Context: an optimization exercise on an open-source flow, tuned for small area. The choices shown serve that exercise and are no tape-out recipe.
Function was checked by simulation only, so behaviour that the tests miss may differ from the original.
In every run shown here, the design's own scripts or RTL, not TritonCTS, make the clock network.
No driver is modelled on the clock port, so clock power and skew are understated where the tree is cut down; a real chip needs a root buffer or a tree.
No activity file was given, so power comes from the tool's default toggle rates.

`design/flow/flow/run.sh`:
```
#!/bin/bash
# Standard ORFS layout (the standard.sh), with changes only to what gets
# inserted or how cells are sized:
#  - after floorplan, each cell is swapped for the smallest drive strength of
#    its family (flow/downsize.tcl); the later repair steps upsize as needed;
#  - ports are buffered with buf_1 instead of the resizer's default pick;
#  - after CTS, the clock tree is replaced by a few clock buffers (fed by the clock port) driving all
#    flip-flops (flow/clock1.tcl); the design has few flip-flops.
# Each tool's full output is kept in flow_standard.log in this folder (and
# ORFS's own per-step logs are copied to flow_orfs_logs/).
set -euo pipefail
HERE=$(pwd)
export POST_FLOORPLAN_TCL="$HERE/flow/downsize.tcl"
export POST_CTS_TCL="$HERE/flow/clock1.tcl"
export CLOCK1_BUF=${CLOCK1_BUF:-sky130_fd_sc_hd__clkbuf_8}
export CLOCK1_N=${CLOCK1_N:-3}
export BUFFER_PORTS_ARGS="-buffer_cell sky130_fd_sc_hd__buf_1"
export CTS_ARGS="-sink_clustering_enable -repair_clock_nets -dont_use_dummy_load"
bash standard.sh finish > flow_standard.log 2>&1 || { cp -r orfs/logs flow_orfs_logs 2>/dev/null; exit 1; }
cp -r orfs/logs flow_orfs_logs 2>/dev/null || true
```
`design/flow/flow/clock1.tcl`:
```
set block [ord::get_db_block]
set db [ord::get_db]
set clk_port_net [[$block findBTerm clk] getNet]
set bufcell $::env(CLOCK1_BUF)
set K $::env(CLOCK1_N)

# the buffers CTS inserted (and any dummy loads)
set old {}
foreach inst [$block getInsts] {
  set nm [$inst getName]
  if {[string match clkbuf_* $nm] || [string match clkload* $nm]} {
    lappend old $inst
  }
}
set old_nets {}
foreach inst $old {
  foreach it [$inst getITerms] {
    set n [$it getNet]
    if {$n ne "NULL" && [$n getName] ne [$clk_port_net getName]} { lappend old_nets $n }
  }
}

# flip-flop clock pins and their positions
set pins {}
foreach inst [$block getInsts] {
  set it [$inst findITerm CLK]
  if {$it eq "NULL"} { continue }
  set bb [$inst getBBox]
  lappend pins [list $it [expr {([$bb xMin] + [$bb xMax]) / 2.0}] [expr {([$bb yMin] + [$bb yMax]) / 2.0}]]
}
set pins [lsort -real -index 1 $pins]
set n [llength $pins]
# initial centres: spread along x, then k-means
for {set k 0} {$k < $K} {incr k} {
  set p [lindex $pins [expr {int(($k + 0.5) * $n / $K)}]]
  set cx($k) [lindex $p 1]; set cy($k) [lindex $p 2]
}
for {set iter 0} {$iter < 20} {incr iter} {
  for {set k 0} {$k < $K} {incr k} { set sx($k) 0.0; set sy($k) 0.0; set sn($k) 0 }
  set i 0
  foreach p $pins {
    set best 0; set bd 1e30
    for {set k 0} {$k < $K} {incr k} {
      set d [expr {abs([lindex $p 1] - $cx($k)) + abs([lindex $p 2] - $cy($k))}]
      if {$d < $bd} { set bd $d; set best $k }
    }
    set asg($i) $best
    set sx($best) [expr {$sx($best) + [lindex $p 1]}]
    set sy($best) [expr {$sy($best) + [lindex $p 2]}]
    incr sn($best)
    incr i
  }
  for {set k 0} {$k < $K} {incr k} {
    if {$sn($k) > 0} { set cx($k) [expr {$sx($k) / $sn($k)}]; set cy($k) [expr {$sy($k) / $sn($k)}] }
  }
}
for {set k 0} {$k < $K} {incr k} {
  set net($k) [odb::dbNet_create $block clk_root_$k]
  $net($k) setSigType CLOCK
}
set i 0
foreach p $pins {
  set it [lindex $p 0]
  $it disconnect
  $it connect $net($asg($i))
  incr i
}
foreach inst $old { odb::dbInst_destroy $inst }
foreach nn [lsort -unique $old_nets] {
  if {[llength [$nn getITerms]] == 0} { odb::dbNet_destroy $nn }
}
for {set k 0} {$k < $K} {incr k} {
  set buf [odb::dbInst_create $block [$db findMaster $bufcell] clkbuf_root_$k]
  [$buf findITerm A] connect $clk_port_net
  [$buf findITerm X] connect $net($k)
  $buf setLocation [expr {int($cx($k))}] [expr {int($cy($k))}]
  $buf setPlacementStatus PLACED
  puts "clock1: buffer $k drives $sn($k) clock pins"
}
puts "clock1: $n clock pins on $K $bufcell, removed [llength $old] CTS cells"
detailed_placement
check_placement -verbose
estimate_parasitics -placement
report_clock_skew
report_check_types -max_slew -max_capacitance -violators
```
`design/flow/flow/downsize.tcl`:
```
# Swap every cell for the smallest-area member of its own family (same
# function and pins, only the drive strength differs). Timing has several ns
# of slack at this clock; later repair steps upsize again where needed.
set n 0
set saved 0.0
foreach inst [get_cells *] {
  set master [get_property $inst ref_name]
  if {![regexp {^(sky130_fd_sc_hd__[a-z0-9]+)_([0-9]+)$} $master -> base size]} { continue }
  set cur [get_lib_cells $master]
  if {[llength $cur] == 0} { continue }
  set best $master
  set best_area [get_property [lindex $cur 0] area]
  foreach lc [get_lib_cells ${base}_*] {
    set name [get_property $lc name]
    if {![regexp "^${base}_\[0-9\]+\$" $name]} { continue }
    set a [get_property $lc area]
    if {$a < $best_area - 1e-6} {
      set best $name
      set best_area $a
    }
  }
  if {$best ne $master} {
    set saved [expr {$saved + [get_property [lindex $cur 0] area] - $best_area}]
    replace_cell $inst [lindex [get_lib_cells $best] 0]
    incr n
  }
}
puts "downsize: replaced $n cells, saved [format %.2f $saved] um2"
```
`design/flow/standard.sh`:
```
#!/bin/bash
# synth_recipe.tcl (not shown) runs the flow's synth.tcl, then flattens the netlist and writes it again
# the make line also repeats each setting of config.mk as NAME=value (left out here)
make -C /OpenROAD-flow-scripts/flow DESIGN_CONFIG=/design/flow/config.mk WORK_HOME=/design/flow/orfs CLKGATE_MAP_FILE= SYNTH_SCRIPT=/design/flow/synth_recipe.tcl "${@:-finish}"
```
`design/flow/config.mk`:
```
export PLATFORM = sky130hd
export DESIGN_NAME = my_calculator
export DESIGN_NICKNAME = my_calculator
export VERILOG_FILES = /design/flow/design.v
export SDC_FILE = /design/flow/constraint.sdc
export NUM_CORES = 4
export LEC_CHECK = 0
export CAP_MARGIN = 20
export CORE_MARGIN = 2
export CORE_UTILIZATION = 60
export SLEW_MARGIN = 20
```
`design/flow/constraint.sdc`:
```
create_clock -name core_clock -period 10.0 [get_ports {clk}]
set_input_delay 2.0000 -clock core_clock [delete_from_list [all_inputs] [get_ports {clk}]]
set_output_delay 2.0000 -clock core_clock [all_outputs]
set_load 0.01 [all_outputs]
```
`design/flow/design.v`:
```
`timescale 1ns / 1ps
module my_calculator(
    input plus,
    input minus,
    input equal,
    input clk,
    input num_0,
    input num_1,
    input reset,
    output [7:0] duan1,
    output [7:0] duan2,
    output [7:0] led_bits
    );
    reg [12:0] ph;
    reg [2:0]  p;
    reg [9:0]  deb;
    reg [4:0]  cnt;        
    reg        f4;         
    reg [3:0]  fr;         
    reg [1:0]  op;         
    reg        error;
    reg [3:0]  firstn;
    reg [3:0]  secondn;    
    reg [3:0]  show1;      
    reg        led_v;
    reg [2:0]  led_i;      
    wire key = num_0 | num_1;
    wire dz = ~|deb[8:0];
    wire sample = dz & deb[9];
    wire dload = dz & ~deb[9] & key;
    wire pz = ~|ph[11:0];
    wire pt = ph[12] & pz;
    wire enter = sample & key;
    wire bitv = ~num_0;
    wire lo = (cnt[4:2] == 3'b000);
    wire hi = (cnt[4:2] == 3'b001);
    wire [7:0] fl = {f4 | (|cnt[1:0]), f4 | cnt[1], f4 | (&cnt[1:0]), f4, fr};
    wire fp = fl[p];
    wire sub = op[1];
    wire [3:0] bb = secondn ^ {4{sub}};
    wire [4:0] c;
    wire [3:0] r;
    assign c[0] = sub;
    genvar gi;
    generate
        for (gi = 0; gi < 4; gi = gi + 1) begin : g_add
            assign r[gi] = firstn[gi] ^ bb[gi] ^ c[gi];
            assign c[gi+1] = (firstn[gi] & bb[gi]) | (c[gi] & (firstn[gi] ^ bb[gi]));
        end
    endgenerate
    wire ovf = c[4] ^ sub;
    wire eq = ~plus & ~minus & equal;
    wire calc = eq & (|op);
    wire ok = calc & ~ovf;
    wire bad = calc & ovf;
    always @(posedge clk or posedge reset)
        if (reset) begin
            ph <= 13'd0;
            p <= 3'd0;
            deb <= 10'd0;
        end else begin
            ph <= {ph[11:0], ph[12] ^ ph[4] ^ ph[1] ^ ph[0] ^ pz};
            p <= p ^ {pt & p[1] & p[0], pt & p[0], pt};
            deb <= {deb[8:0], deb[6] ^ (deb[9] & ~dz)} | {1'b0, dload, 5'd0, dload, dload, 1'b0};
        end
    always @(posedge clk or posedge reset)
        if (reset) begin
            led_v <= 1'b0;
        end else if (fp) begin
            led_v <= 1'b1;
        end
    always @(posedge clk)
        if (fp)
            led_i <= p;
    always @(posedge clk or posedge reset)
        if (reset) begin
            cnt <= 5'd0;
            f4 <= 1'b0;
            fr <= 4'd0;
            op <= 2'd0;
            error <= 1'b0;
            firstn <= 4'd0;
            secondn <= 4'd0;
        end else begin
            if (plus)
                op <= 2'b01;
            else if (minus)
                op <= 2'b10;
            else if (equal)
                op <= 2'b00;
            if (bad)
                error <= 1'b1;
            if (calc | (enter & lo & (&cnt[1:0])))
                f4 <= 1'b1;
            if (bad)
                fr <= 4'b1111;
            else if (ok)
                fr <= 4'b0000;
            if (enter) begin
                cnt <= cnt ^ {&cnt[3:0], &cnt[2:0], &cnt[1:0], cnt[0], 1'b1};
                if (lo)
                    firstn[~cnt[1:0]] <= bitv;
                if (hi) begin
                    secondn[~cnt[1:0]] <= bitv;
                    fr[~cnt[1:0]] <= 1'b1;
                end
            end
        end
    always @(posedge clk) begin
        if (ok)
            show1 <= r;
        if (enter & lo)
            show1[~cnt[1:0]] <= bitv;
    end
    wire num1 = led_v & led_i[2] & show1[led_i[1:0]];
    wire num2 = led_v & ~led_i[2] & secondn[led_i[1:0]];
    assign led_bits = led_v ? (8'd1 << led_i) : 8'd0;
    assign duan1 = error ? 8'b01001111 : {op[0], num1 ? 7'b0110000 : 7'b1111110};
    assign duan2 = error ? 8'b01001111 : {op[1], num2 ? 7'b0110000 : 7'b1111110};
endmodule
```
==> results.txt, run 1 <==
- The biggest cell delay along the critical path is 560 ps.
- The worst setup path is captured at an output pin.
- The worst setup timing slack at the placement stage is 6480 ps.
- After the first detailed-routing iteration, the DRC count stood at 70.
- Of the total synthesized cell area, the portion taken by AND, OR, NAND and NOR gates is 0.164.
- The core region is approximately 4000 µm².
- The synthesized cell area is about 2500 µm².
- By area, the combinational part of the netlist is dominated by simple AND/OR/NAND/NOR gates.
- The overall track demand over capacity in global routing is 0.211.
- The synthesized netlist contains 42 unique library cells.
- Summed over all failing endpoints, the final setup total negative slack is 0 ps.
- The filler cell count in the final layout is between 300 and 400.
- The maximum number of pins on one net before global-route repair is slightly below 50.
- Of the cells placed in the final design, the portion with a size suffix greater than 1 is 0.0565.
- sky130_fd_sc_hd__dfrtp_1 is the most common cell in the netlist.
- Summing all multi-input logic gate instances after layout gives 956 µm².
- The sum of internal, switching and leakage power is 0.437 mW.
- Sorting the synthesized cells by how often they occur yields sky130_fd_sc_hd__dfrtp_1, sky130_fd_sc_hd__nor2_1, sky130_fd_sc_hd__buf_4, sky130_fd_sc_hd__nand2_1, sky130_fd_sc_hd__inv_1.
- The repair_antennas step left the layout with diodes totalling 0.
- The critical path arrival is around 1600 ps.
- The count of endpoints failing hold in the final timing report is 0.
- VDD sags by at most 0.140 mV.
- Counting flops and latches in the post-synthesis netlist gives 55.
- The number of top-level pins is 31.
- The count of input and output buffers is 30.
- The number of warnings printed during yosys synthesis is 1.
- The worst slew margin relative to its limit is 0.582.
- The share of synthesized area in the top cell type comes to 0.480.
- The initial core utilization is 0.625.
- The die is 68.6 µm wide.
- The first-pass detailed-route iteration total is 4.
- The power density over the cells is between 150 and 200 nW/µm².
- The proportion of synthesized area in mux cells is 0.0715.
- Of the total synthesized cell area, the portion taken by full adders, half adders and majority gates is 0.0590.
- Counting both buffers and inverters, the worst setup path holds a total of 1.
- The number of max-capacitance violations reported is 0.
- Including well taps, the total number of placed cells is 277.
- After the flow finishes, the layout carries non-filler instances totaling 280.
- The number of global-route vias before repair was between 1.5k and 2k.
- For the pin with the worst max-slew slack, the measured transition is 622 ps.
- The floorplan has 23 rows.
- The type of the most critical hold path is register to register.
- The number of nets in the synthesized netlist is 228.
- Compared with the post-synthesis result, the final layout area differs by 3.65%.
- The routed length per placed instance is 15.4 µm.
- In the routed layout, each cell is associated on average with a via count of 5.53.
- The worst setup path is launched from a register.
- Sorting the synthesized cells by area gives the leading types as sky130_fd_sc_hd__dfrtp_1, sky130_fd_sc_hd__buf_4, sky130_fd_sc_hd__edfxtp_1, sky130_fd_sc_hd__ha_1, sky130_fd_sc_hd__dfxtp_1.
- The initial antenna violation count is 0.
- The final cycle utilization of the critical path is 0.359.
- The number of clock sinks is 55.
- After detailed routing, the total wire length is roughly 4.3 mm.
- The vertical die dimension is 68.6 µm.
- The number of nets with antenna violations after routing is 0.
- The complex-gate fraction of the synthesized area was 0.0460.
- After synthesis, the share of flip-flops with an asynchronous set or reset is 0.873.
- Clock-pin slew was measured on the worst setup and hold paths at 100 ps.
- In the final layout, flip-flops and latches occupy 1370 µm².
- In the routed design, unresolved DRC markers number 0.
- The data required time at the worst endpoint is 8000 ps.
- The slowest stage of the critical path belongs to the cell sky130_fd_sc_hd__mux4_2.
- The worst setup path is of the register to output pin kind.
- The synthesized area per cell is 11.9 µm².
- The first-pass GRT wire length is roughly 7.2 mm.
- For this run, the register share of the synthesized area comes to 0.548.
- The detailed placement HPWL is 3.21 mm.
- For this run the aggregate overflow at the end of global routing stands at 0.
- Of all nets on the critical path, the largest fanout is 7.
- Of the total synthesized cell area, the portion taken by XOR and XNOR cells is 0.0520.
- The clock reaches the later pin of the worst-skew pair after 160 ps.
- The cell family with the largest share of critical-path delay is multiplexers.
- The most instantiated flip-flop cell in the synthesis netlist is sky130_fd_sc_hd__dfrtp_1.
- For this run, the top clock speed supported by timing is 278 MHz.
- The run finished with no timing, DRC or antenna violations.
- Setup repair after global routing left no endpoint under its margin.
- The die covers between 4000 and 5000 µm².
- The final number of setup-violating endpoints is 0.
- Clock skew on the completed layout was measured at 5.75 ps.
- The number of enable flip-flop cells after synthesis is 3.
- The leakage component of the power is 1.12 nW.
- The minimum period implied by the final worst setup slack is 3590 ps.
- Walking the worst path, the cells encountered are mux4_2 -> nand3b_1 -> buf_1.
- The routed layout has about 1.5k vias.
- The congestion estimate from routability-driven global placement came to 0.824.
- The smallest setup slack after layout is between 6000 and 7000 ps.
- The instance count of the mapped netlist is 211.
- The synthesized design spends more area on one cell type than any other, namely sky130_fd_sc_hd__dfrtp_1.
- The number of slew-limit violations in the final report is 0.
- At the end of the flow, the number of nets in the layout was approximately 250.
## metrics by stage
step	hold WS, ps	instance area [µm²]	util
final	385	2590	0.648
after global routing	401	2590	0.648
after detailed placement	366	2550	0.638
after global placement	357	2550	0.638
after floorplan	354	2500	-
## worst paths after layout
check,startpoint,endpoint,slack (ps),depth (start not counted)
setup reg to reg,op[1]$_DFFE_PP0P_,show1[0]$_DFF_P_,6620,9
setup / recovery,led_i[0]$_DFFE_PP_,duan2[2],6410,3
hold / removal,deb[2]$_DFF_PP0_,deb[3]$_DFF_PP0_,380,0
max in group asynchronous,reset,ph[2]$_DFF_PP0_,7650,3
hold reg to reg,deb[2]$_DFF_PP0_,deb[3]$_DFF_PP0_,380,0
min in group asynchronous,reset,p[1]$_DFF_PP0_,1960,3
## state kept, by name, summed over array words and instances (netlist names)
name,flops
p,3
firstn,4
show1,4
error,1
ph,13
op,2
cnt,5
led_v,1
secondn,4
led_i,3
fr,4
f4,1
deb,10
## final cells by class
cell class	instances	share of cell area
Sequential cell	55	0.529
Multi-Input combinational cell	131	0.369
Timing Repair Buffer	32	0.0492
Inverter	9	0.0130
Buffer	3	0.0159
Tap cell	50	0.0241
## power breakdown
| group | leakage (nW) | internal, mW | switching [mW] |
|---|---|---|---|
| Combinational | 0.471 | 0.0335 | 0.0368 |
| Sequential | 0.623 | 0.259 | 0.0291 |
| Clock | 0.0216 | 0.0279 | 0.0510 |
## metal layers
metal	vias up	global-route usage	wire (µm)
li1	754	-	-
met1	753	0.274	1920
met2	38	0.358	2150
met3	3	0.0438	181
met4	0	0.0650	46
met5	-	0	0
## layout by cell type, fill, tap and decap left out, drive strengths merged, types with 2 or more instances in the layout
| cell type | instances |
|---|---|
| nor2b | 3 |
| inv | 8 |
| o22ai | 6 |
| nand3 | 5 |
| o21ai | 6 |
| dfrtp | 48 |
| xnor2 | 8 |
| buf | 32 |
| nand4 | 6 |
| or2 | 2 |
| o2bb2ai | 3 |
| ha | 7 |
| mux4 | 3 |
| dfxtp | 4 |
| nor3 | 7 |
| nor4 | 5 |
| fa | 3 |
| xor2 | 6 |
| nand2 | 12 |
| mux2i | 4 |
| nor2 | 18 |
| clkbuf | 3 |
| and3 | 4 |
| edfxtp | 3 |
| nand2b | 8 |
| mux2 | 6 |
## kinds of logic after synthesis
kind of cell / after synthesis
compound gates: 18
xor+xnor: 14
fa+ha+maj: 10
buf+inv: 25
flops: 55
mux: 13
simple gates: 76
==> run 2, diff against run 1 <==
--- a/design/flow/flow/run.sh
+++ b/design/flow/flow/run.sh
@@ -12,8 +12,8 @@
 HERE=$(pwd)
 export POST_FLOORPLAN_TCL="$HERE/flow/downsize.tcl"
 export POST_CTS_TCL="$HERE/flow/clock1.tcl"
-export CLOCK1_BUF=${CLOCK1_BUF:-sky130_fd_sc_hd__clkbuf_8}
-export CLOCK1_N=${CLOCK1_N:-3}
+export CLOCK1_BUF=${CLOCK1_BUF:-sky130_fd_sc_hd__clkbuf_16}
+export CLOCK1_N=${CLOCK1_N:-2}
 export BUFFER_PORTS_ARGS="-buffer_cell sky130_fd_sc_hd__buf_1"
 export CTS_ARGS="-sink_clustering_enable -repair_clock_nets -dont_use_dummy_load"
 bash standard.sh finish > flow_standard.log 2>&1 || { cp -r orfs/logs flow_orfs_logs 2>/dev/null; exit 1; }
==> run 2 against run 1 <==
Compared with the run above:
- still clean on timing, DRC and antenna
- critical path depth unchanged
- fmax up 0.20%
- sequential share of layout area down 0.18 points
- clock power up 14%
- register-to-register slack about the same
- worst hold slack about the same
- combinational power about the same
- highest routed layer unchanged
==> results.txt, run 2 <==
- The number of slew-limit violations in the final report is 0 (unchanged).
- The final number of setup-violating endpoints came to 0 (unchanged).
- The overall overflow remaining after global route is 0 (unchanged).
- The post-synthesis to final-layout area growth is 4.00% (was 3.65%).
- The first-pass detailed-route iteration total is 4 (unchanged).
- The initial core utilization came to 0.625 (unchanged).
- The aggregate routed wire length was 4.32 mm (was 4.30 mm).
- The count of endpoints failing hold in the final timing report is 0 (unchanged).
- The vertical die dimension is 68.6 µm (unchanged).
- The end of the worst register-to-register path is show1[0]$_DFF_P_ (unchanged).
- The share of final-layout standard cells stronger than drive strength 1 is 0.0524 (was 0.0565).
- The data required time at the worst endpoint was 8000 ps (about the same).
- Outcome: complete, no violations (unchanged).
- The minimum period implied by the final worst setup slack is 3580 ps (was 3590 ps).
- The number of unique standard cell types used by synthesis is 42 (unchanged).
- The final cycle utilization of the critical path was 0.358 (was 0.359).
- The DRC violation count after routing is 0 (unchanged).
- The count of input and output buffers was 30 (unchanged).
- The critical path arrival is 1580 ps (was 1590 ps).
- The number of placement rows is 23 (unchanged).
- The number of max-capacitance violations reported is 0 (unchanged).
- The number of global-route vias before repair came to 1,525 (was 1,524).
- The number of violations reported at the end of detailed-routing iteration 0 is 71 (was 70).
- The top layer used by detailed routing was met4 (unchanged).
- The power density over the cells is 172 nW/µm² (was 169 nW/µm²).
- The routed via count came to 1,541 (was 1,548).
- The total instance count after detailed placement is 277 (unchanged).
- The horizontal extent of the die is 68.6 µm (unchanged).
- The number of nets with antenna violations after routing is 0 (unchanged).
- The share of synthesized area occupied by flip-flops and latches is 0.548 (unchanged).
- The flip-flop count of the largest register, all copies and words added is 13 (unchanged).
- The measured slew at the worst slew-check pin came to 636 ps (was 622 ps).
- The number of cells on the worst reg-to-reg path is 9 (unchanged).
- The met3 layer wire length in the routed design is 173 µm (was 181 µm).
- The initial antenna violation count came to 0 (unchanged).
- The number of cells traversed by the worst hold path is 0 (unchanged).
- The met2 wire length is 2.21 mm (was 2.15 mm).
- The synthesized area per cell is 11.9 µm² (unchanged).
- The final weighted congestion in routability-driven placement was 0.824 (unchanged).
- The type of destination of the critical path is an output pin (unchanged).
- The kind of critical path is register to output pin (unchanged).
- The count of antenna diodes in the layout is 0 (unchanged).
- The sum of internal, switching and leakage power is 0.449 mW (was 0.437 mW).
- The detailed placement HPWL came to 3.21 mm (unchanged).
- The first-pass GRT wire length came to 7.18 mm (was 7.22 mm).
- The final layout net count is 248 (was 249).
- The flop and latch count out of synthesis was 55 (unchanged).
- The number of top-level pins is 31 (unchanged).
- The peak supply drop is 0.147 mV (was 0.140 mV).
- The area share of the largest cell type after synthesis is 0.480 (unchanged).
- The terminating pin of the worst hold path is deb[3]$_DFF_PP0_ (unchanged).
- The register containing the most flip-flops in the final layout is ph (unchanged).
- The post-layout utilization of the core is 0.650 (was 0.648).
- The final clock skew was 12.2 ps (was 5.75 ps).
- The leakage component of the power came to 1.12 nW (about the same).
- The fraction of registers with async set/reset is 0.873 (unchanged).
- The startpoint of the tightest hold check path was deb[2]$_DFF_PP0_ (unchanged).
- The number of enable flip-flop cells after synthesis is 3 (unchanged).
- The clock transition at the register clock pins on the worst setup and hold paths after CTS came to 100 ps (about the same).
- The instance count of the mapped netlist was 211 (unchanged).
- List of most frequent post-synthesis cells: sky130_fd_sc_hd__dfrtp_1, sky130_fd_sc_hd__nor2_1, sky130_fd_sc_hd__buf_4, sky130_fd_sc_hd__nand2_1, sky130_fd_sc_hd__inv_1 (unchanged).
- The achievable clock frequency came to 279 MHz (was 278 MHz).
- The clock insertion delay at the later pin of the skew report is 160 ps (about the same).
- The placeable core region came to 4000 µm² (unchanged).
- The maximum number of pins on one net before global-route repair is 49 (unchanged).
- The worst slew margin relative to its limit came to 0.573 (was 0.582).
- The type of the most critical hold path was register to register (unchanged).
- The post-route met1 wirelength is 1.90 mm (was 1.92 mm).
- The leading area contributor after synthesis is sky130_fd_sc_hd__dfrtp_1 (unchanged).
- The die outline area came to 4700 µm² (unchanged).
- The slack of the worst reg-to-reg path came to 6630 ps (was 6620 ps).
- The startpoint of the worst register-to-register path is op[1]$_DFFE_PP0P_ (unchanged).
- The category of the worst setup path launch point is a register (unchanged).
- The most instantiated flip-flop cell in the synthesis netlist is sky130_fd_sc_hd__dfrtp_1 (unchanged).
- Setup repair after global routing missed its margin: no (unchanged).
- The maximum fanout encountered on the critical timing path is 7 (unchanged).
- The overall track demand over capacity in global routing is 0.209 (was 0.211).
- The routed length per placed instance is 15.5 µm (was 15.4 µm).
- Highest-count cells in the layout ignoring fill and taps: sky130_fd_sc_hd__dfrtp_1, sky130_fd_sc_hd__buf_1, sky130_fd_sc_hd__nor2_1, sky130_fd_sc_hd__nand2_1 (unchanged).
- The number of warnings printed during yosys synthesis is 1 (unchanged).
- The setup TNS is 0 ps (unchanged).
- The number of clock sinks is 55 (unchanged).
- The number of nets in the synthesized netlist is 228 (unchanged).
- Largest cells by area after synthesis: sky130_fd_sc_hd__dfrtp_1, sky130_fd_sc_hd__buf_4, sky130_fd_sc_hd__edfxtp_1, sky130_fd_sc_hd__ha_1, sky130_fd_sc_hd__dfxtp_1 (unchanged).
- Biggest regs: ph x13, deb x10, cnt x5 (unchanged).
- The most frequent standard cell in the layout excluding fill and tap cells is sky130_fd_sc_hd__dfrtp_1 (unchanged).
- The post-detailed-route via-to-cell ratio is 5.52 (was 5.53).
- The number of standard cells in the final layout excluding fillers came to 279 (was 280).
- The synthesized cell area is 2500 µm² (unchanged).
- The leading cell type by number of instances after synthesis is sky130_fd_sc_hd__dfrtp_1 (unchanged).
-- run 2: how the worst max path moves through the flow --
stage | from | to | slack, ps | cells after the start
after detailed placement | num_0 | show1[0]$_DFF_P_ | 6480 | 5
final | led_i[0]$_DFFE_PP_ | duan2[2] | 6420 | 3
after global placement | num_0 | show1[0]$_DFF_P_ | 6580 | 5
after global routing | led_i[0]$_DFFE_PP_ | duan2[6] | 6310 | 3
after floorplan | led_i[0]$_DFFE_PP_ | duan2[2] | 6580 | 4
-- run 2: power by group --
group          internal (mW)  switching, mW
combinational         0.0335         0.0371
sequential             0.259         0.0292
clock                 0.0370         0.0532
-- run 2: final cells by class --
| type | count | area [µm²] |
|---|---|---|
| Inverter | 9 | 33.8 |
| Fill cell | 321 | 1400 |
| Tap cell | 50 | 62.6 |
| Multi-Input combinational cell | 131 | 956 |
| Sequential cell | 55 | 1370 |
| Timing Repair Buffer | 32 | 128 |
| Buffer | 2 | 50.0 |
-- run 2: through the flow --
stage / setup WS, ps / cell area [µm²] / hold WS (ps)
3_5_place_dp: 6480 / 2550 / 366
3_3_place_gp: 6580 / 2550 / 357
2_1_floorplan: 6580 / 2500 / 354
6_report: 6420 / 2600 / 385
5_1_grt: 6310 / 2600 / 400
-- run 2: cells by family (layout without fill, tap and decap cells) --
logic type | count (synthesis) | count (layout) | share of synthesized area
AND/OR/NAND/NOR | 76 | 76 | 0.164
flip-flops | 55 | 55 | 0.548
buffers and inverters | 25 | 43 | 0.0590
AO/OA/AOI/OAI | 18 | 18 | 0.0460
XOR/XNOR | 14 | 14 | 0.0520
multiplexers | 13 | 13 | 0.0715
adder cells (fa/ha/maj) | 10 | 10 | 0.0590
-- run 2: metal layers --
layer | vias up | GRT usage
met3 | 3 | 0.0390
met5 | - | 0
li1 | 753 | -
met2 | 36 | 0.364
met4 | 0 | 0.0500
met1 | 749 | 0.271
-- run 2: critical path, stage by stage (launching register included) --
cell,delay [ps]
sky130_fd_sc_hd__edfxtp_1,540
sky130_fd_sc_hd__mux4_2,560
sky130_fd_sc_hd__nand3b_1,160
sky130_fd_sc_hd__buf_1,170
==> run 3, diff against run 2 <==
==> design/flow/flow/run.sh (replaced) <==
#!/bin/bash
# Standard ORFS layout (the standard.sh), with changes only to how logic
# is mapped, what gets inserted and how cells are sized:
#  - synthesis is synth_recipe.tcl unchanged except that ABC maps the logic
#    with an area-oriented script (flow/area.abc: SAT-based resynthesis, then area-recovering mapping) instead of the speed script,
#    and adders are left to ABC (no ADDER_MAP_FILE); flip-flops are mapped
#    exactly as in the standard synthesis;
#  - after floorplan, each cell is swapped for the smallest drive strength of
#    its family (flow/downsize.tcl); the later repair steps upsize as needed;
#  - ports are buffered with buf_1 instead of the resizer's default pick;
#  - after CTS, the clock tree is replaced by a few clock buffers (fed by the clock port) driving all
#    flip-flops (flow/clock1.tcl); the design has few flip-flops.
# Each tool's full output is kept in flow_standard.log in this folder (and
# ORFS's own per-step logs are copied to flow_orfs_logs/).
set -euo pipefail
HERE=$(pwd)
export POST_FLOORPLAN_TCL="$HERE/flow/downsize.tcl"
export POST_CTS_TCL="$HERE/flow/clock1.tcl"
export CLOCK1_BUF=${CLOCK1_BUF:-sky130_fd_sc_hd__clkbuf_8}
export CLOCK1_N=${CLOCK1_N:-3}
export BUFFER_PORTS_ARGS="-buffer_cell sky130_fd_sc_hd__buf_1"
export CTS_ARGS="-sink_clustering_enable -repair_clock_nets -dont_use_dummy_load"
{ head -n 1 synth_recipe.tcl
  echo 'proc abc {args} { set i [lsearch $args -script]; if {$i >= 0} { lset args [expr {$i + 1}] $::env(AREA_ABC_SCRIPT) }; puts "abc with [lindex $args [expr {$i + 1}]]"; yosys abc {*}$args }'
  tail -n +2 synth_recipe.tcl; } > area_synth.tcl
export AREA_ABC_SCRIPT="$HERE/flow/area.abc"
bash standard.sh SYNTH_SCRIPT="$HERE/area_synth.tcl" ADDER_MAP_FILE= finish > flow_standard.log 2>&1 || { cp -r orfs/logs flow_orfs_logs 2>/dev/null; exit 1; }
cp -r orfs/logs flow_orfs_logs 2>/dev/null || true
==> design/flow/flow/area.abc (new file) <==
&get -n
&st
&deepsyn -T 60
&dch -f
&nf -R 1000 -F 4 -A 4 -E 4
&put
==> run 3 against run 2 <==
Compared with the run above:
- still clean on timing, DRC and antenna
- sequential power is 8.7% lower
- sequential cell count stayed put
- synthesized area is 8.7% lower
- worst setup slack worse by 79 ps
- total power is 19% lower
- wire length is 9.9% lower
- design area is 6.9% lower
- sequential share of layout area is 3.9 points higher
- critical path depth is 2 higher
- worst hold slack worse by 18 ps
- clock power is 13% lower
- combinational power is 67% lower
- largest cell class unchanged
- highest routed layer unchanged
==> results.txt, run 3 <==
- The final clock skew was 29.2 ps (was 12.2 ps).
- The count of endpoints failing hold in the final timing report is 0 (unchanged).
- List of most frequent post-synthesis cells: sky130_fd_sc_hd__dfrtp_1, sky130_fd_sc_hd__nand2_1, sky130_fd_sc_hd__nor2_1, sky130_fd_sc_hd__xnor2_1 (was sky130_fd_sc_hd__dfrtp_1, sky130_fd_sc_hd__nor2_1, sky130_fd_sc_hd__buf_4, sky130_fd_sc_hd__nand2_1, sky130_fd_sc_hd__inv_1).
- The clock insertion delay at the later pin of the skew report is 170 ps (was 160 ps).
- The aggregate routed wire length was 3.89 mm (was 4.32 mm).
- The initial antenna violation count was 0 (unchanged).
- The number of warnings printed during yosys synthesis is 1 (unchanged).
- The leakage component of the power is 1.00 nW (was 1.12 nW).
- The post-detailed-route via-to-cell ratio was 5.51 (was 5.52).
- The critical path arrival is 1660 ps (was 1580 ps).
- The placed standard-cell area was 2380 µm² (was 2550 µm²).
- The final weighted congestion in routability-driven placement was 0.853 (was 0.824).
- The fraction of registers with async set/reset is 0.873 (unchanged).
- The clock transition at the register clock pins on the worst setup and hold paths after CTS is 120 ps (was 100 ps).
- The type of the most critical hold path is register to register (unchanged).
- The slack of the worst reg-to-reg path came to 7370 ps (was 6630 ps).
- The number of global-route vias before repair came to 1,490 (was 1,525).
- The total instance count after detailed placement is 279 (was 277).
- The synthesized cell area came to 2280 µm² (was 2500 µm²).
- The smallest setup slack after layout was 6340 ps (was 6420 ps).
- The worst setup timing slack at the placement stage was 6240 ps (was 6480 ps).
- The post-synthesis to final-layout area growth is 6.08% (was 4.00%).
- The register area came to 1370 µm² (unchanged).
- The share of synthesized area occupied by flip-flops and latches is 0.601 (was 0.548).
- The overall track demand over capacity in global routing is 0.202 (was 0.209).
- The end of the worst register-to-register path was show1[3]$_DFF_P_ (was show1[0]$_DFF_P_).
- The horizontal extent of the die is 65.7 µm (was 68.6 µm).
- The final layout net count was 243 (was 248).
- The routed length per placed instance came to 13.8 µm (was 15.5 µm).
- The filler cell count in the final layout is 303 (was 321).
- The number of max-capacitance violations reported is 0 (unchanged).
- The initial core utilization is 0.624 (was 0.625).
- The instance count of the mapped netlist is 211 (unchanged).
- The area share of the largest cell type after synthesis is 0.526 (was 0.480).
- The final cell area excluding filler cells came to 2420 µm² (was 2600 µm²).
- The first-pass GRT wire length is 6.66 mm (was 7.18 mm).
- The leading cell type by number of instances after synthesis was sky130_fd_sc_hd__dfrtp_1 (unchanged).
- The startpoint of the worst register-to-register path is op[1]$_DFFE_PP0P_ (unchanged).
- The number of clock sinks is 55 (unchanged).
- The number of top-level pins was 31 (unchanged).
- The measured slew at the worst slew-check pin is 715 ps (was 636 ps).
- The peak supply drop was 0.143 mV (was 0.147 mV).
- The combined area of the multi-input logic cells is 807 µm² (was 956 µm²).
- The number of nets in the synthesized netlist came to 218 (was 228).
- The number of enable flip-flop cells after synthesis came to 3 (unchanged).
- The overall overflow remaining after global route is 0 (unchanged).
- The register containing the most flip-flops in the final layout is ph (unchanged).
- The sum of internal, switching and leakage power was 0.364 mW (was 0.449 mW).
- The detailed placement HPWL was 2.83 mm (was 3.21 mm).
- The maximum fanout encountered on the critical timing path is 7 (unchanged).
- The number of slew-limit violations in the final report is 0 (unchanged).
- The count of input and output buffers was 30 (unchanged).
- The most instantiated flip-flop cell in the synthesis netlist is sky130_fd_sc_hd__dfrtp_1 (unchanged).
- The synthesized area per cell is 10.8 µm² (was 11.9 µm²).
- The kind of critical path is register to output pin (unchanged).
- The setup TNS came to 0 ps (unchanged).
- The category of the worst setup path launch point is a register (unchanged).
- The maximum number of pins on one net before global-route repair is 49 (unchanged).
- The power density over the cells is 150 nW/µm² (was 172 nW/µm²).
- The minimum period implied by the final worst setup slack is 3660 ps (was 3580 ps).
- The number of nets with antenna violations after routing is 0 (unchanged).
- The die outline area is 4320 µm² (was 4700 µm²).
- The number of standard cells in the final layout excluding fillers is 282 (was 279).
- Largest cells by area after synthesis: sky130_fd_sc_hd__dfrtp_1, sky130_fd_sc_hd__xnor2_1, sky130_fd_sc_hd__nand2_1, sky130_fd_sc_hd__edfxtp_1, sky130_fd_sc_hd__buf_4 (was sky130_fd_sc_hd__dfrtp_1, sky130_fd_sc_hd__buf_4, sky130_fd_sc_hd__edfxtp_1, sky130_fd_sc_hd__ha_1, sky130_fd_sc_hd__dfxtp_1).
- The terminating pin of the worst hold path is deb[3]$_DFF_PP0_ (unchanged).
- The number of cells traversed by the worst hold path came to 0 (unchanged).
- Biggest regs: ph x13, deb x10, cnt x5 (unchanged).
- The achievable clock frequency is 273 MHz (was 279 MHz).
- The share of final-layout standard cells stronger than drive strength 1 is 0.0214 (was 0.0524).
- The leading area contributor after synthesis was sky130_fd_sc_hd__dfrtp_1 (unchanged).
- The placeable core region came to 3660 µm² (was 4000 µm²).
- Outcome: complete, no violations (unchanged).
- The worst slew margin relative to its limit is 0.519 (was 0.573).
- The most frequent standard cell in the layout excluding fill and tap cells is sky130_fd_sc_hd__dfrtp_1 (unchanged).
- The first-pass detailed-route iteration total is 4 (unchanged).
- The final number of setup-violating endpoints came to 0 (unchanged).
- The startpoint of the tightest hold check path is deb[2]$_DFF_PP0_ (unchanged).
- The flip-flop count of the largest register, all copies and words added was 13 (unchanged).
- The number of violations reported at the end of detailed-routing iteration 0 is 77 (was 71).
- Highest-count cells in the layout ignoring fill and taps: sky130_fd_sc_hd__dfrtp_1, sky130_fd_sc_hd__buf_1, sky130_fd_sc_hd__nand2_1, sky130_fd_sc_hd__nor2_1, sky130_fd_sc_hd__xnor2_1 (was sky130_fd_sc_hd__dfrtp_1, sky130_fd_sc_hd__buf_1, sky130_fd_sc_hd__nor2_1, sky130_fd_sc_hd__nand2_1).
- The vertical die dimension came to 65.7 µm (was 68.6 µm).
- The number of cells on the worst reg-to-reg path is 9 (unchanged).
- The final cycle utilization of the critical path is 0.366 (was 0.358).
- The DRC violation count after routing was 0 (unchanged).
- The count of antenna diodes in the layout is 0 (unchanged).
- The routed via count is 1,554 (was 1,541).
- The type of destination of the critical path is an output pin (unchanged).
- Setup repair after global routing missed its margin: no (unchanged).
- The data required time at the worst endpoint is 8000 ps (about the same).
- The number of placement rows is 22 (was 23).
- The flop and latch count out of synthesis was 55 (unchanged).
- The number of unique standard cell types used by synthesis is 33 (was 42).
-- run 3: cell types whose count changed after synthesis, moves of 5 or more --
cell and change:
sky130_fd_sc_hd__o22ai_1 -5, sky130_fd_sc_hd__inv_1 -9, sky130_fd_sc_hd__ha_1 -7, sky130_fd_sc_hd__o21ai_0 +6, sky130_fd_sc_hd__a21oi_1 +7, sky130_fd_sc_hd__nand3_1 +5, sky130_fd_sc_hd__nand2_1 +14, sky130_fd_sc_hd__nand4_1 -5
sky130_fd_sc_hd__clkinv_1 +6
-- run 3: stage by stage --
stage           util  hold WS (ps)
2_1_floorplan      -           354
3_3_place_gp   0.650           362
3_5_place_dp   0.650           361
5_1_grt        0.662           395
6_report       0.662           367
-- run 3: how the worst max path moves through the flow --
stage / start / end / slack, ps / depth (start not counted)
floorplan: led_i[0]$_DFFE_PP_ / duan1[2] / 6550 / 5
global placement: equal / show1[3]$_DFF_P_ / 6390 / 6
detailed placement: num_0 / show1[0]$_DFF_P_ / 6240 / 7
global route: led_i[0]$_DFFE_PP_ / duan1[1] / 6210 / 5
finish: led_i[0]$_DFFE_PP_ / duan1[6] / 6340 / 5
-- run 3: metal layers --
layer	vias to the layer above	wire [µm]	GRT usage
met5	-	0	0
met4	0	55	0.0859
met3	3	130	0.0291
met2	31	1860	0.335
met1	757	1840	0.269
li1	763	-	-
-- run 3: cell families (layout without fill, tap and decap cells) --
group	after synthesis	in the layout	share of synthesized area
AOI/OAI and AO/OA	31	31	0.0816
xor gates and xnor gates	18	18	0.0690
adders and majority gates	1	1	0.00438
buffers and inverters	17	40	0.0460
DFF	55	55	0.601
muxes	3	3	0.0186
and+or+nand+nor	86	86	0.180
-- run 3: critical path: stages (launching register included) --
cell	delay (ps)
sky130_fd_sc_hd__edfxtp_1	490
sky130_fd_sc_hd__nand2b_1	180
sky130_fd_sc_hd__o22a_1	150
sky130_fd_sc_hd__o21ai_0	60
sky130_fd_sc_hd__or4_1	470
sky130_fd_sc_hd__buf_1	160
-- run 3: layout make-up --
cell class	count	share of cell area
Timing Repair Buffer	31	0.0496
Sequential cell	55	0.566
Buffer	3	0.0170
Multi-Input combinational cell	139	0.333
Inverter	6	0.00930
Tap cell	48	0.0248
-- run 3: report_power, final --
part	internal (mW)	leakage [nW]	switching [mW]
combinational	0.0101	0.317	0.0132
sequential	0.247	0.662	0.0160
clock	0.0279	0.0216	0.0506
==> run 4, diff against run 3 <==
--- a/design/flow/config.mk
+++ b/design/flow/config.mk
@@ -5,7 +5,7 @@
 export SDC_FILE = /design/flow/constraint.sdc
 export NUM_CORES = 4
 export LEC_CHECK = 0
-export CAP_MARGIN = 20
+export CAP_MARGIN = 0
 export CORE_MARGIN = 2
 export CORE_UTILIZATION = 60
-export SLEW_MARGIN = 20
+export SLEW_MARGIN = 0
==> run 4 against run 3 <==
Compared with the run above:
- sequential share of layout area stayed put
- critical endpoint unchanged
- die area stayed put
- combinational power barely moved
- total power did not move
- largest cell class unchanged
- core utilization did not move
- synthesized cell count is the same
- sequential cell count did not move
- clock power about the same
==> results.txt, run 4 <==
- The maximum fanout encountered on the critical timing path is 7 (unchanged).
- The number of max-capacitance violations reported came to 0 (unchanged).
- The detailed placement HPWL came to 2.83 mm (unchanged).
- The met2 wire length is 1.86 mm (unchanged).
- The minimum period implied by the final worst setup slack is 3660 ps (unchanged).
- The internal portion of total power is 0.285 mW (unchanged).
- The first-pass GRT wire length is 6.66 mm (unchanged).
- The final weighted congestion in routability-driven placement is 0.853 (unchanged).
- The data required time at the worst endpoint is 8000 ps (about the same).
- The number of violations reported at the end of detailed-routing iteration 0 is 77 (unchanged).
- The flip-flop count of the largest register, all copies and words added is 13 (unchanged).
- The register containing the most flip-flops in the final layout is ph (unchanged).
- The peak supply drop came to 0.143 mV (unchanged).
- The clock insertion delay at the later pin of the skew report is 170 ps (about the same).
- The count of input and output buffers is 30 (unchanged).
- The most frequent standard cell in the layout excluding fill and tap cells was sky130_fd_sc_hd__dfrtp_1 (unchanged).
- The startpoint of the tightest hold check path is deb[2]$_DFF_PP0_ (unchanged).
- The horizontal extent of the die is 65.7 µm (unchanged).
- Largest cells by area after synthesis: sky130_fd_sc_hd__dfrtp_1, sky130_fd_sc_hd__xnor2_1, sky130_fd_sc_hd__nand2_1, sky130_fd_sc_hd__edfxtp_1, sky130_fd_sc_hd__buf_4 (unchanged).
- The type of destination of the critical path is an output pin (unchanged).
- The register area came to 1370 µm² (unchanged).
- The switching power total is 0.0798 mW (unchanged).
- The routed length per placed instance is 13.8 µm (unchanged).
- The instance count of the mapped netlist is 211 (unchanged).
- The filler cell count in the final layout came to 303 (unchanged).
- The worst slew margin relative to its limit is 0.519 (unchanged).
- Setup repair after global routing missed its margin: no (unchanged).
- The final number of setup-violating endpoints is 0 (unchanged).
- The met3 layer wire length in the routed design is 130 µm (unchanged).
- List of most frequent post-synthesis cells: sky130_fd_sc_hd__dfrtp_1, sky130_fd_sc_hd__nand2_1, sky130_fd_sc_hd__nor2_1, sky130_fd_sc_hd__xnor2_1 (unchanged).
- The DRC violation count after routing came to 0 (unchanged).
- The number of standard cells in the final layout excluding fillers came to 282 (unchanged).
- The initial core utilization is 0.624 (unchanged).
- The aggregate routed wire length is 3.89 mm (unchanged).
- The final cycle utilization of the critical path is 0.366 (unchanged).
- The share of synthesized area occupied by flip-flops and latches came to 0.601 (unchanged).
- The number of clock sinks is 55 (unchanged).
- The vertical die dimension was 65.7 µm (unchanged).
- The post-synthesis to final-layout area growth is 6.08% (unchanged).
- The synthesized cell area is 2280 µm² (unchanged).
- The share of final-layout standard cells stronger than drive strength 1 came to 0.0214 (unchanged).
- The kind of critical path is register to output pin (unchanged).
- The flop and latch count out of synthesis is 55 (unchanged).
- The placeable core region is 3660 µm² (unchanged).
- The final layout net count is 243 (unchanged).
- The top layer used by detailed routing is met4 (unchanged).
- The die outline area is 4320 µm² (unchanged).
- The clock network power share is 0.216 (about the same).
- The first-pass detailed-route iteration total is 4 (unchanged).
- The fraction of registers with async set/reset came to 0.873 (unchanged).
- The area share of the largest cell type after synthesis is 0.526 (unchanged).
- The beginning of the critical path was led_i[0]$_DFFE_PP_ (unchanged).
- The leakage component of the power is 1.00 nW (unchanged).
- The worst setup timing slack at the placement stage came to 6240 ps (unchanged).
- The synthesized area per cell was 10.8 µm² (unchanged).
- The number of warnings printed during yosys synthesis is 1 (unchanged).
- The count of antenna diodes in the layout is 0 (unchanged).
- The total instance count after detailed placement is 279 (unchanged).
- The number of global-route vias before repair is 1,490 (unchanged).
- The share of total power in sequential cells was 0.720 (about the same).
- The overall track demand over capacity in global routing was 0.202 (unchanged).
- The number of enable flip-flop cells after synthesis is 3 (unchanged).
- The measured slew at the worst slew-check pin is 715 ps (unchanged).
- The overall overflow remaining after global route came to 0 (unchanged).
- The combined area of the multi-input logic cells is 807 µm² (unchanged).
- The critical path arrival was 1660 ps (about the same).
- The number of top-level pins is 31 (unchanged).
- The smallest setup slack after layout was 6340 ps (unchanged).
- The post-route met1 wirelength is 1.84 mm (unchanged).
- The leading area contributor after synthesis was sky130_fd_sc_hd__dfrtp_1 (unchanged).
- The number of nets in the synthesized netlist is 218 (unchanged).
- The number of unique standard cell types used by synthesis is 33 (unchanged).
- The post-detailed-route via-to-cell ratio is 5.51 (unchanged).
- Biggest regs: ph x13, deb x10, cnt x5 (unchanged).
- The setup TNS is 0 ps (unchanged).
- The leading cell type by number of instances after synthesis was sky130_fd_sc_hd__dfrtp_1 (unchanged).
- The switching part of the total power is 0.219 (unchanged).
- The clock transition at the register clock pins on the worst setup and hold paths after CTS is 120 ps (about the same).
- The final clock skew is 29.2 ps (unchanged).
- The most instantiated flip-flop cell in the synthesis netlist was sky130_fd_sc_hd__dfrtp_1 (unchanged).
- The count of endpoints failing hold in the final timing report came to 0 (unchanged).
- Outcome: complete, no violations (unchanged).
- The achievable clock frequency came to 273 MHz (unchanged).
- The routed via count is 1,554 (unchanged).
- The number of slew-limit violations in the final report came to 0 (unchanged).
- The initial antenna violation count was 0 (unchanged).
- The number of placement rows came to 22 (unchanged).
- Highest-count cells in the layout ignoring fill and taps: sky130_fd_sc_hd__dfrtp_1, sky130_fd_sc_hd__buf_1, sky130_fd_sc_hd__nand2_1, sky130_fd_sc_hd__nor2_1, sky130_fd_sc_hd__xnor2_1 (unchanged).
- The maximum number of pins on one net before global-route repair came to 49 (unchanged).
- The combinational power share was 0.064 (about the same).
- The category of the worst setup path launch point is a register (unchanged).
- The number of nets with antenna violations after routing is 0 (unchanged).
- The power density over the cells is 150 nW/µm² (unchanged).
- The startpoint of the worst register-to-register path is op[1]$_DFFE_PP0P_ (unchanged).
- The type of the most critical hold path is register to register (unchanged).
==> run 4: cell counts in the layout (fill, tap and decap cells not counted) <==
Identical to the previous run, type by type.
==> run 4: power by group through the flow <==
| stage | Sequential (mW) | Combinational (mW) | Clock (mW) |
|---|---|---|---|
| 5_1_grt | 0.267 | 0.0273 | 0.0899 |
| 2_1_floorplan | 0.262 | 0.0179 | 0 |
| 6_report | 0.263 | 0.0233 | 0.0785 |
| 3_3_place_gp | 0.266 | 0.0224 | 0 |
| 3_5_place_dp | 0.267 | 0.0238 | 0 |
==> run 4: worst paths after layout <==
path,endpoint,slack (ps),cells past startpoint
max,duan1[6],6340,5
min,deb[3]$_DFF_PP0_,370,0
max reg2reg,show1[3]$_DFF_P_,7370,9
min reg2reg,deb[3]$_DFF_PP0_,370,0
max in group asynchronous,firstn[2]$_DFFE_PP0P_,7660,3
min in group asynchronous,deb[8]$_DFF_PP0_,1920,3
==> run 4: stage by stage <==
step / area, µm² / util / hold WS [ps] / total power, mW
floorplan: 2280 / - / 354 / 0.280
global placement: 2380 / 0.650 / 362 / 0.289
detailed placement: 2380 / 0.650 / 361 / 0.290
global route: 2420 / 0.662 / 395 / 0.384
finish: 2420 / 0.662 / 367 / 0.364
==> run 4: metal layers <==
| layer | vias up | global-route usage |
|---|---|---|
| li1 | 763 | - |
| met1 | 757 | 0.269 |
| met2 | 31 | 0.335 |
| met3 | 3 | 0.0291 |
| met4 | 0 | 0.0859 |
| met5 | - | 0 |
==> run 4: worst max-delay path, stage by stage, from the launching register on <==
cell,delay [ps]
sky130_fd_sc_hd__edfxtp_1,490
sky130_fd_sc_hd__nand2b_1,180
sky130_fd_sc_hd__o22a_1,150
sky130_fd_sc_hd__o21ai_0,60
sky130_fd_sc_hd__or4_1,470
sky130_fd_sc_hd__buf_1,160
==> run 4: cells by family (layout without fill, tap and decap cells) <==
kind of cell	count (synthesis)	after routing	synth area share
flops	55	55	0.601
fa+ha+maj	1	1	0.00438
buf+inv	17	40	0.0460
mux	3	3	0.0186
xor+xnor	18	18	0.0690
compound gates	31	31	0.0816
simple gates	86	86	0.180
==> run 4: layout make-up <==
class,instances,area share
Inverter,6,0.00930
Timing Repair Buffer,31,0.0496
Tap cell,48,0.0248
Multi-Input combinational cell,139,0.333
Buffer,3,0.0170
Sequential cell,55,0.566
==> run 5, diff against run 4 <==
--- a/design/flow/flow/run.sh
+++ b/design/flow/flow/run.sh
@@ -2,7 +2,7 @@
 # Standard ORFS layout (the standard.sh), with changes only to how logic
 # is mapped, what gets inserted and how cells are sized:
 #  - synthesis is synth_recipe.tcl unchanged except that ABC maps the logic
-#    with an area-oriented script (flow/area.abc: SAT-based resynthesis, then area-recovering mapping) instead of the speed script,
+#    with an area-oriented script (flow/area.abc) instead of the speed script,
 #    and adders are left to ABC (no ADDER_MAP_FILE); flip-flops are mapped
 #    exactly as in the standard synthesis;
 #  - after floorplan, each cell is swapped for the smallest drive strength of
==> design/flow/flow/area.abc (replaced) <==
&get -n
&st
&dch -f
&nf -R 1000 -F 4 -A 4 -E 4
&put
--- a/design/flow/config.mk
+++ b/design/flow/config.mk
@@ -5,7 +5,7 @@
 export SDC_FILE = /design/flow/constraint.sdc
 export NUM_CORES = 4
 export LEC_CHECK = 0
-export CAP_MARGIN = 0
+export CAP_MARGIN = 20
 export CORE_MARGIN = 2
 export CORE_UTILIZATION = 60
-export SLEW_MARGIN = 0
+export SLEW_MARGIN = 20
==> run 5 against run 4 <==
Compared with the run above:
- synthesized cell count fell by 3.8%
- synthesized area rose by 1.5%
- critical path depth rose by 2
- register-to-register slack got worse by 590 ps
- combinational power rose by 83%
- cell count fell by 2.8%
==> results.txt, run 5 <==
- The critical path arrival is 4070 ps (was 1660 ps).
- The standard cell with the maximum stage delay on the critical path is sky130_fd_sc_hd__nor3b_1 (was sky130_fd_sc_hd__edfxtp_1).
- The number of violations reported at the end of detailed-routing iteration 0 came to 68 (was 77).
- The leakage component of the power was 0.972 nW (was 1.00 nW).
- List of most frequent post-synthesis cells: sky130_fd_sc_hd__dfrtp_1, sky130_fd_sc_hd__nand2_1, sky130_fd_sc_hd__nor2_1, sky130_fd_sc_hd__o21ai_0, sky130_fd_sc_hd__xnor2_1 (was sky130_fd_sc_hd__dfrtp_1, sky130_fd_sc_hd__nand2_1, sky130_fd_sc_hd__nor2_1, sky130_fd_sc_hd__xnor2_1).
- The leading area contributor after synthesis is sky130_fd_sc_hd__dfrtp_1 (unchanged).
- The routed via count was 1,556 (was 1,554).
- The maximum fanout encountered on the critical timing path is 13 (was 7).
- The worst hold-check slack came to 382 ps (was 367 ps).
- The first-pass GRT wire length is 6.77 mm (was 6.66 mm).
- The number of cells traversed by the worst hold path is 0 (unchanged).
- The biggest cell delay along the critical path is 680 ps (was 490 ps).
- The overall overflow remaining after global route is 0 (unchanged).
- The type of destination of the critical path is a register (was output pin).
- The number of max-capacitance violations reported is 0 (unchanged).
- The initial core utilization is 0.629 (was 0.624).
- The startpoint of the tightest hold check path is deb[4]$_DFF_PP0_ (was deb[2]$_DFF_PP0_).
- The final number of setup-violating endpoints is 0 (unchanged).
- The number of clock sinks came to 55 (unchanged).
- The number of global-route vias before repair is 1,518 (was 1,490).
- The final layout net count was 235 (was 243).
- The routed length per placed instance is 14.2 µm (was 13.8 µm).
- The number of placement rows is 22 (unchanged).
- The number of nets with antenna violations after routing is 0 (unchanged).
- The combinational power share was 0.108 (was 0.064).
- The horizontal extent of the die is 66.2 µm (was 65.7 µm).
- The power density over the cells was 160 nW/µm² (was 150 nW/µm²).
- The kind of critical path is input port to register (was register to output pin).
- The achievable clock frequency is 252 MHz (was 273 MHz).
- The switching part of the total power came to 0.234 (was 0.219).
- Setup repair after global routing missed its margin: no (unchanged).
- The share of final-layout standard cells stronger than drive strength 1 was 0.0310 (was 0.0214).
- The number of warnings printed during yosys synthesis is 1 (unchanged).
- The vertical die dimension is 66.2 µm (was 65.7 µm).
- The clock insertion delay at the later pin of the skew report is 170 ps (about the same).
- The setup TNS came to 0 ps (unchanged).
- The synthesized cell area came to 2320 µm² (was 2280 µm²).
- The category of the worst setup path launch point is an input port (was register).
- The area share of the largest cell type after synthesis is 0.518 (was 0.526).
- The number of unique standard cell types used by synthesis was 30 (was 33).
- The flip-flop count of the largest register, all copies and words added is 13 (unchanged).
- The final clock skew is 32.1 ps (was 29.2 ps).
- The measured slew at the worst slew-check pin is 776 ps (was 715 ps).
- The cell family with the largest share of critical-path delay is simple AND/OR/NAND/NOR gates (unchanged).
- The number of standard cells in the final layout excluding fillers was 274 (was 282).
- The leading cell type by number of instances after synthesis is sky130_fd_sc_hd__dfrtp_1 (unchanged).
- Biggest regs: ph x13, deb x10, cnt x5 (unchanged).
- The maximum number of pins on one net before global-route repair is 49 (unchanged).
- Cell-by-cell listing of the critical path: buf_1 -> nor2_1 -> nor3b_1 -> nand3_1 -> nor3_1 -> nor2_1 -> a21oi_1 (was nand2b_1 -> o22a_1 -> o21ai_0 -> or4_1 -> buf_1).
- The final weighted congestion in routability-driven placement was 0.833 (was 0.853).
- Outcome: complete, no violations (unchanged).
- The clock network power share was 0.196 (was 0.216).
- The most frequent standard cell in the layout excluding fill and tap cells is sky130_fd_sc_hd__dfrtp_1 (unchanged).
- The instance count of the mapped netlist is 203 (was 211).
- The final cycle utilization of the critical path is 0.397 (was 0.366).
- The post-synthesis to final-layout area growth is 5.99% (was 6.08%).
- The placeable core region is 3690 µm² (was 3660 µm²).
- The internal portion of total power is 0.302 mW (was 0.285 mW).
- The startpoint of the worst register-to-register path is op[1]$_DFFE_PP0P_ (unchanged).
- The initial antenna violation count was 0 (unchanged).
- The count of endpoints failing hold in the final timing report is 0 (unchanged).
- The sum of internal, switching and leakage power came to 0.394 mW (was 0.364 mW).
- The count of antenna diodes in the layout is 0 (unchanged).
- Largest cells by area after synthesis: sky130_fd_sc_hd__dfrtp_1, sky130_fd_sc_hd__xnor2_1, sky130_fd_sc_hd__edfxtp_1, sky130_fd_sc_hd__buf_4, sky130_fd_sc_hd__dfxtp_1 (was sky130_fd_sc_hd__dfrtp_1, sky130_fd_sc_hd__xnor2_1, sky130_fd_sc_hd__nand2_1, sky130_fd_sc_hd__edfxtp_1, sky130_fd_sc_hd__buf_4).
- The total instance count after detailed placement is 271 (was 279).
- The count of input and output buffers is 30 (unchanged).
- Highest-count cells in the layout ignoring fill and taps: sky130_fd_sc_hd__dfrtp_1, sky130_fd_sc_hd__buf_1, sky130_fd_sc_hd__nand2_1, sky130_fd_sc_hd__nor2_1 (was sky130_fd_sc_hd__dfrtp_1, sky130_fd_sc_hd__buf_1, sky130_fd_sc_hd__nand2_1, sky130_fd_sc_hd__nor2_1, sky130_fd_sc_hd__xnor2_1).
- The number of top-level pins came to 31 (unchanged).
- The worst setup timing slack at the placement stage came to 5900 ps (was 6240 ps).
- The most instantiated flip-flop cell in the synthesis netlist is sky130_fd_sc_hd__dfrtp_1 (unchanged).
- The smallest setup slack after layout is 6030 ps (was 6340 ps).
- The share of total power in sequential cells was 0.695 (was 0.720).
- The synthesized area per cell is 11.4 µm² (was 10.8 µm²).
- The post-detailed-route via-to-cell ratio is 5.68 (was 5.51).
- The number of slew-limit violations in the final report is 0 (unchanged).
- The logic depth of the worst setup path including buffers is 7 (was 5).
- The fraction of registers with async set/reset is 0.873 (unchanged).
- The register containing the most flip-flops in the final layout is ph (unchanged).
- The beginning of the critical path is num_0 (was led_i[0]$_DFFE_PP_).
- The worst slew margin relative to its limit came to 0.482 (was 0.519).
- The switching power total was 0.0923 mW (was 0.0798 mW).
- The slack of the worst reg-to-reg path came to 6780 ps (was 7370 ps).
- The number of cells on the worst reg-to-reg path is 10 (was 9).
- The number of enable flip-flop cells after synthesis is 3 (unchanged).
- The type of the most critical hold path is register to register (unchanged).
- The clock transition at the register clock pins on the worst setup and hold paths after CTS is 110 ps (was 120 ps).
- The first-pass detailed-route iteration total is 4 (unchanged).
- The data required time at the worst endpoint is 10,100 ps (was 8000 ps).
- The share of synthesized area occupied by flip-flops and latches is 0.591 (was 0.601).
- The number of nets in the synthesized netlist came to 210 (was 218).
- The flop and latch count out of synthesis is 55 (unchanged).
- The detailed placement HPWL came to 2.89 mm (was 2.83 mm).
- The count of buffer and inverter cells on the critical path is 1 (unchanged).
- The most numerous cell on the critical path is sky130_fd_sc_hd__nor2_1.
- The minimum period implied by the final worst setup slack was 3970 ps (was 3660 ps).
- The die outline area is 4380 µm² (was 4320 µm²).
- The overall track demand over capacity in global routing was 0.202 (about the same).
- The DRC violation count after routing is 0 (unchanged).
- The aggregate routed wire length came to 3.89 mm (about the same).
- The peak supply drop is 0.130 mV (was 0.143 mV).
## run 5: changes by cell type after synthesis, moves of 3 or more
cell and delta:
sky130_fd_sc_hd__clkinv_1 -3, sky130_fd_sc_hd__nand2_1 -9, sky130_fd_sc_hd__nand3_1 -5, sky130_fd_sc_hd__o21ai_0 +4, sky130_fd_sc_hd__o31ai_1 +3, sky130_fd_sc_hd__or4_1 -3
sky130_fd_sc_hd__xnor2_1 +3
## run 5: logic make-up after synthesis
kind of cell	after synthesis	share of synthesized area
compound gates	35	0.0885
xor+xnor	22	0.0831
fa+ha+maj	2	0.00863
buf+inv	14	0.0405
flops	55	0.591
mux	6	0.0421
simple gates	69	0.146
## run 5: final timing paths
| path | endpoint |
|---|---|
| max in group asynchronous | deb[9]$_DFF_PP0_ |
| max | secondn[3]$_DFFE_PP0P_ |
| min in group asynchronous | led_v$_DFFE_PP0P_ |
| min reg2reg | deb[5]$_DFF_PP0_ |
| min | deb[5]$_DFF_PP0_ |
| max reg2reg | show1[0]$_DFF_P_ |
## run 5: layer usage
layer	track usage	share of wire	vias to the layer above
met1	0.261	0.45	768
met5	0	0	-
li1	-	-	746
met2	0.364	0.50	40
met3	0.0358	0.046	2
met4	0.0306	0.0033	0
## run 5: final cells by class
cell class | count | area [µm²]
inverter | 3 | 11.3
tap | 48 | 60.1
fill | 296 | 1230
timing repair buffer | 31 | 120
sequential | 55 | 1370
buffer | 3 | 41.3
multi-input combinational | 134 | 853
## run 5: per-stage QoR
step / area, µm² / util
after floorplan: 2320 / -
after global placement: 2420 / 0.655
after detailed placement: 2420 / 0.655
after global routing: 2460 / 0.666
final: 2460 / 0.666
## run 5: power groups by stage
stage | clock (mW) | sequential [mW] | combinational (mW)
after global routing | 0.0881 | 0.278 | 0.0489
after floorplan | 0 | 0.272 | 0.0335
after detailed placement | 0 | 0.278 | 0.0436
final | 0.0774 | 0.274 | 0.0427
after global placement | 0 | 0.277 | 0.0421
## run 5: worst register-to-register path, stage by stage (launching register included)
cell                       delay, ps
sky130_fd_sc_hd__dfrtp_1         540
sky130_fd_sc_hd__xor2_1          270
sky130_fd_sc_hd__xnor2_1         180
sky130_fd_sc_hd__o21ai_0         160
sky130_fd_sc_hd__maj3_1          410
sky130_fd_sc_hd__maj3_1          380
sky130_fd_sc_hd__xnor2_1         280
sky130_fd_sc_hd__nor2b_1         510
sky130_fd_sc_hd__nand2_1         130
sky130_fd_sc_hd__o211ai_1        120
sky130_fd_sc_hd__o21ai_0         110

port drivers added, routing unchanged:
In the flow no input, the clock included, has a driving cell. The finished layouts below were timed again as built, in two steps.
Step 1, drivers: a clkbuf_16 drives clk and a buf_2 each remaining input, both assumed.
Step 2 times the ports against the registers' clock, not the clock port: input delays grow and output delays shrink by t, the midpoint of the rising clock arrivals with the driver on.
Three values: ideal ports, drivers, drivers and shift; two values: the first two.
| run | shift t [ns] | setup WS [ns] | worst register clock-pin slew, ns | worst data-port slew with drivers (ns) |
|---|---|---|---|---|
| run 1 | 0.203 | 6.409 / 6.363 / 6.476 | 0.10 / 0.10 | 0.03 |
| run 2 | 0.206 | 6.416 / 6.369 / 6.480 | 0.10 / 0.10 | 0.03 |
| run 3 | 0.206 | 6.337 / 6.291 / 6.225 | 0.12 / 0.12 | 0.03 |
| run 4 | 0.206 | 6.337 / 6.291 / 6.225 | 0.12 / 0.12 | 0.03 |
| run 5 | 0.196 | 6.032 / 6.053 / 5.857 | 0.11 / 0.11 | 0.03 |
After both steps setup and hold are still met in every run listed. For run 5, which loses most, drivers alone change the setup slack by +0.021 ns; drivers and shift together by -0.175 ns.
